From an optimization exercise on the open Yosys and OpenROAD flow, aimed at small area; shortcuts taken in it are not production practice. The RTL was checked by simulation tests, not by an equivalence proof against the original design. Power figures rest on the tool's default switching activity, not on a simulated workload.

## blue
==> flow/design.v (excerpt) <==
module PongWithSound(
	input Clock, Reset, rota, rotb,
	output [2:0] red,
	output [2:0] green,
	output [1:0] blue,
	output hsync, vsync
);
	reg [11:0] c;
	reg [9:0]  y;
	wire [9:0] x = c[11:2];
	wire lineEnd = c[11] & c[10] & c[7];         
	wire yEnd    = y[9] & y[3];                  
	wire x0      = ~|x;
	wire yInc    = x0 & c[1] & ~c[0];            
	reg [11:0] cNext;
	reg [9:0]  yNext;
	always @* begin : comb1
		reg t;
		integer i;
		t = 1'b1;
		for (i = 0; i < 12; i = i + 1) begin
			cNext[i] = c[i] ^ t;
			t = t & c[i];
		end
		if (lineEnd) begin              
			cNext[11] = 1'b0;
			cNext[10] = 1'b0;
			cNext[7]  = 1'b0;
		end
		t = yInc;
		for (i = 0; i < 10; i = i + 1) begin
			yNext[i] = y[i] ^ t;
			t = t & y[i];
		end
		if (yEnd) begin                 
			yNext[9] = 1'b0;
			yNext[3] = 1'b0;
		end
	end
	always @(posedge Clock or posedge Reset)
		if (Reset) begin
			c <= 12'd2;
			y <= 10'd0;
		end
		else begin
			c <= cNext;
			y <= yNext;
		end
	wire [7:0] xl = x[7:0];
	wire hsArea = x[9] & ~x[8] & (xl >= 8'd153) & (xl <= 8'd248);
	assign hsync = ~hsArea;
	assign vsync = ~(y[8] & y[7] & y[6] & y[5] & ~y[4] & y[3] & ~y[2] & y[1]);
	reg [2:0] quadAr, quadBr;
	reg [6:0] npad;
	always @(posedge Clock or posedge Reset)
		if (Reset) begin
			quadAr <= 3'b000;
			quadBr <= 3'b000;
		end
		else begin
			quadAr <= {quadAr[1:0], rota};
			quadBr <= {quadBr[1:0], rotb};
		end
	wire padUp = quadAr[2] ^ quadBr[1];                  
	wire padEn = padUp ^ quadAr[1] ^ quadBr[2];
	reg [6:0] npadNext;
	always @* begin : comb2
		reg t;
		integer i;
		t = padEn;
		for (i = 0; i < 7; i = i + 1) t = t & (npad[i] ^ padUp);
		t = padEn & ~t;
		for (i = 0; i < 7; i = i + 1) begin
  ...
==> flow/config.mk <==
export PLATFORM = sky130hd
export DESIGN_NAME = PongWithSound
export DESIGN_NICKNAME = PongWithSound
export VERILOG_FILES = /design/flow/design.v
export SDC_FILE = /design/flow/constraint.sdc
export NUM_CORES = 4
export LEC_CHECK = 0
export CAP_MARGIN = 20
export CORE_MARGIN = 2
export CORE_UTILIZATION = 40
export SLEW_MARGIN = 20
==> flow/constraint.sdc <==
create_clock -name core_clock -period 10.0 [get_ports {Clock}]
set_input_delay 2.0000 -clock core_clock [delete_from_list [all_inputs] [get_ports {Clock}]]
set_output_delay 2.0000 -clock core_clock [all_outputs]
set_load 0.01 [all_outputs]
standard.sh (not shown) runs the stock make flow with config.mk's settings and CLKGATE_MAP_FILE= SYNTH_SCRIPT=/design/flow/synth_recipe.tcl, a recipe that flattens the netlist after the stock synthesis.
==> flow/flow/run.sh <==
#!/bin/bash
# Layout flow: the standard ORFS flow with three changes that only
# affect cell area:
#  - input/output ports are buffered with buf_1 instead of the default cell,
#  - clock tree built from clkbuf_4 without dummy loads,
#  - power recovery (downsizing of cells with positive slack) after global route.
# Each tool's output goes to a log file in the work folder.
set -euo pipefail
export BUFFER_PORTS_ARGS="-buffer_cell sky130_fd_sc_hd__buf_1"
export CTS_ARGS="-sink_clustering_enable -repair_clock_nets -dont_use_dummy_load -buf_list sky130_fd_sc_hd__clkbuf_4"
export RECOVER_POWER=100
bash standard.sh synth > synth.log 2>&1
bash standard.sh floorplan > floorplan.log 2>&1
bash standard.sh place > place.log 2>&1
bash standard.sh cts > cts.log 2>&1
bash standard.sh route > route.log 2>&1
bash standard.sh finish > finish.log 2>&1
test -f out/final.def
In blue the implementation ran to completion but is not tape-out ready, as the final checks report capacitance limit, slew limit.
Here is what was changed in the inputs of orange compared with blue.
==> flow/run.sh (new file) <==
#!/bin/bash
# synth_recipe.tcl (not shown) runs the flow's synth.tcl, then flattens the netlist and writes it again
# the make line also repeats each setting of config.mk as NAME=value (left out here)
make -C /OpenROAD-flow-scripts/flow DESIGN_CONFIG=/design/flow/config.mk WORK_HOME=/design/flow/orfs CLKGATE_MAP_FILE= SYNTH_SCRIPT=/design/flow/synth_recipe.tcl finish
removed: flow/flow/run.sh
removed: flow/standard.sh
### Flow results
Per the comparison of orange with blue, total I/O pin count was more or less identical; first-pass GRT wire length went up 0.64%. Count of clock-net buffers in the final layout: orange > blue. Final design utilization came out higher on orange than on blue. Against blue, combined area of the multi-input logic cells in orange rose slightly. orange: no failed stages, no open violations at the end. From blue to orange the numbers moved as follows: global-route usage moved up, cell area moved up, met3 track demand over resource in global routing moved down. orange vs blue — met1 wire length dropped about 1.9%.

========
Another version of the RTL of PongWithSound (not shown whole).
Size: about 330 cells after synthesis, about 62 flip-flops, ~14 I/O pins, roughly 3800 um2 of cells after synthesis.
clock: 10.0 ns
lec_check: 0
cap_margin: 20
core_margin: 2
core_utilization: 40
slew_margin: 20
==> flow/flow/run.sh <==
#!/bin/bash
# Layout flow: the standard ORFS flow with three changes that only
# affect cell area:
#  - input/output ports are buffered with buf_1 instead of the default cell,
#  - clock tree built from clkbuf_4 without dummy loads,

# Each tool's output goes to a log file in the work folder.
set -euo pipefail
export BUFFER_PORTS_ARGS="-buffer_cell sky130_fd_sc_hd__buf_1"
export CTS_ARGS="-sink_clustering_enable -repair_clock_nets -dont_use_dummy_load -buf_list sky130_fd_sc_hd__clkbuf_4"
bash standard.sh synth > synth.log 2>&1
bash standard.sh floorplan > floorplan.log 2>&1
bash standard.sh place > place.log 2>&1
bash standard.sh cts > cts.log 2>&1
bash standard.sh route > route.log 2>&1
bash standard.sh finish > finish.log 2>&1
test -f out/final.def
The baseline completed with no timing, DRC or antenna violations.
Rerun with:
==> flow/flow/run.sh (replaced) <==
#!/bin/bash
# Layout flow: the standard ORFS flow (standard.sh) with changes that
# only affect cell area:
#  - synthesis runs the standard flow's synthesis script on a copy of ORFS's scripts in
#    which ABC maps the logic with an area-oriented script (flow/abc.script)
#    and Yosys does not extract full/half adder cells; everything before
#    technology mapping (and so every register, its name and its cell) is
#    the same as in the standard synthesis,
#  - input/output ports are buffered with buf_1 instead of the default cell,
#  - the clock tree is built from clkbuf_2/clkbuf_4 without dummy loads.
# Each step's output goes to a log file of its own in the work folder.
set -euo pipefail
W=$PWD
rm -rf "$W/scripts_area"
cp -r "$FLOW_HOME/scripts" "$W/scripts_area"
cp "$W/flow/abc.script" "$W/scripts_area/abc_speed.script"
sed -i '/^[[:space:]]*extract_fa /d' "$W/scripts_area/synth.tcl"
export BUFFER_PORTS_ARGS="-buffer_cell sky130_fd_sc_hd__buf_1"
export CTS_ARGS="-sink_clustering_enable -repair_clock_nets -dont_use_dummy_load -buf_list {sky130_fd_sc_hd__clkbuf_2 sky130_fd_sc_hd__clkbuf_4}"
bash standard.sh SCRIPTS_DIR="$W/scripts_area" synth > synth.log 2>&1
bash standard.sh floorplan > floorplan.log 2>&1
bash standard.sh place > place.log 2>&1
bash standard.sh cts > cts.log 2>&1
bash standard.sh route > route.log 2>&1
bash standard.sh finish > finish.log 2>&1
test -f out/final.def
==> flow/flow/abc.script (new file) <==
strash
&get -n
&fraig -x
&put
scorr
dc2
strash
dch -f
amap
topo
=>
- sequential power fell by a few percent
- combinational power grows by a quarter to a third
- non-clock buffer count is unchanged
- first-iteration DRC count is higher by well over a third
- hold slack improves by 0.029 ns
- sequential share of layout area grows by 2.8 points
- final cell count climbs by about a fifth
Rerun with:
==> flow/flow/run.sh (replaced) <==
#!/bin/bash
# Layout flow: the standard ORFS flow (standard.sh, unchanged synthesis)
# with two changes that only affect cell area:
#  - input/output ports are buffered with buf_1 instead of the default cell,
#  - the clock tree is built from clkbuf_4 without dummy loads.
# Each step's output goes to a log file of its own in the work folder.
set -euo pipefail
export BUFFER_PORTS_ARGS="-buffer_cell sky130_fd_sc_hd__buf_1"
export CTS_ARGS="-sink_clustering_enable -repair_clock_nets -dont_use_dummy_load -buf_list sky130_fd_sc_hd__clkbuf_4"
bash standard.sh synth > synth.log 2>&1
bash standard.sh floorplan > floorplan.log 2>&1
bash standard.sh place > place.log 2>&1
bash standard.sh cts > cts.log 2>&1
bash standard.sh route > route.log 2>&1
bash standard.sh finish > finish.log 2>&1
test -f out/final.def
removed: flow/flow/abc.script
=> The new run finished with timing, DRC and antenna clean; worst setup slack is worse by 2.3 ns; clock-buffer cell count stays the same; routed wire length fell by roughly a tenth; utilization fell by 1.9 points.

## what the ideal ports hide
No port has a modelled driver above. Below, the same layouts with a new extraction and two added sets of constraints. Step 1: set_driving_cell puts a clkbuf_16 on Clock and a buf_2 on each other input, an assumption about the parent block. Step 2 moves the port delays by t, midway between the first and last clock arrival at a register: inputs arrive t later, outputs are due t later. That takes back most of the time a late clock gives input paths. a / b / c = ideal ports / drivers / drivers and shift; a / b = the first two.
| run | shift t [ns] | setup slack, ns | worst register clock-pin slew, ns | worst data-port slew with drivers (ns) |
|---|---|---|---|---|
| blue | 0.447 | 2.849 / 2.820 / 3.267 | 0.11 / 0.11 | 0.03 |
| orange | 0.383 | 2.525 / 2.495 / 2.877 | 0.08 / 0.08 | 0.03 |
| the first run of note 2 | 0.435 | 2.343 / 2.314 / 2.749 | 0.11 / 0.11 | 0.03 |
| the second run of note 2 | 0.418 | 4.595 / 4.566 / 4.984 | 0.11 / 0.11 | 0.03 |
| the third run of note 2 | 0.435 | 2.343 / 2.314 / 2.749 | 0.11 / 0.11 | 0.03 |
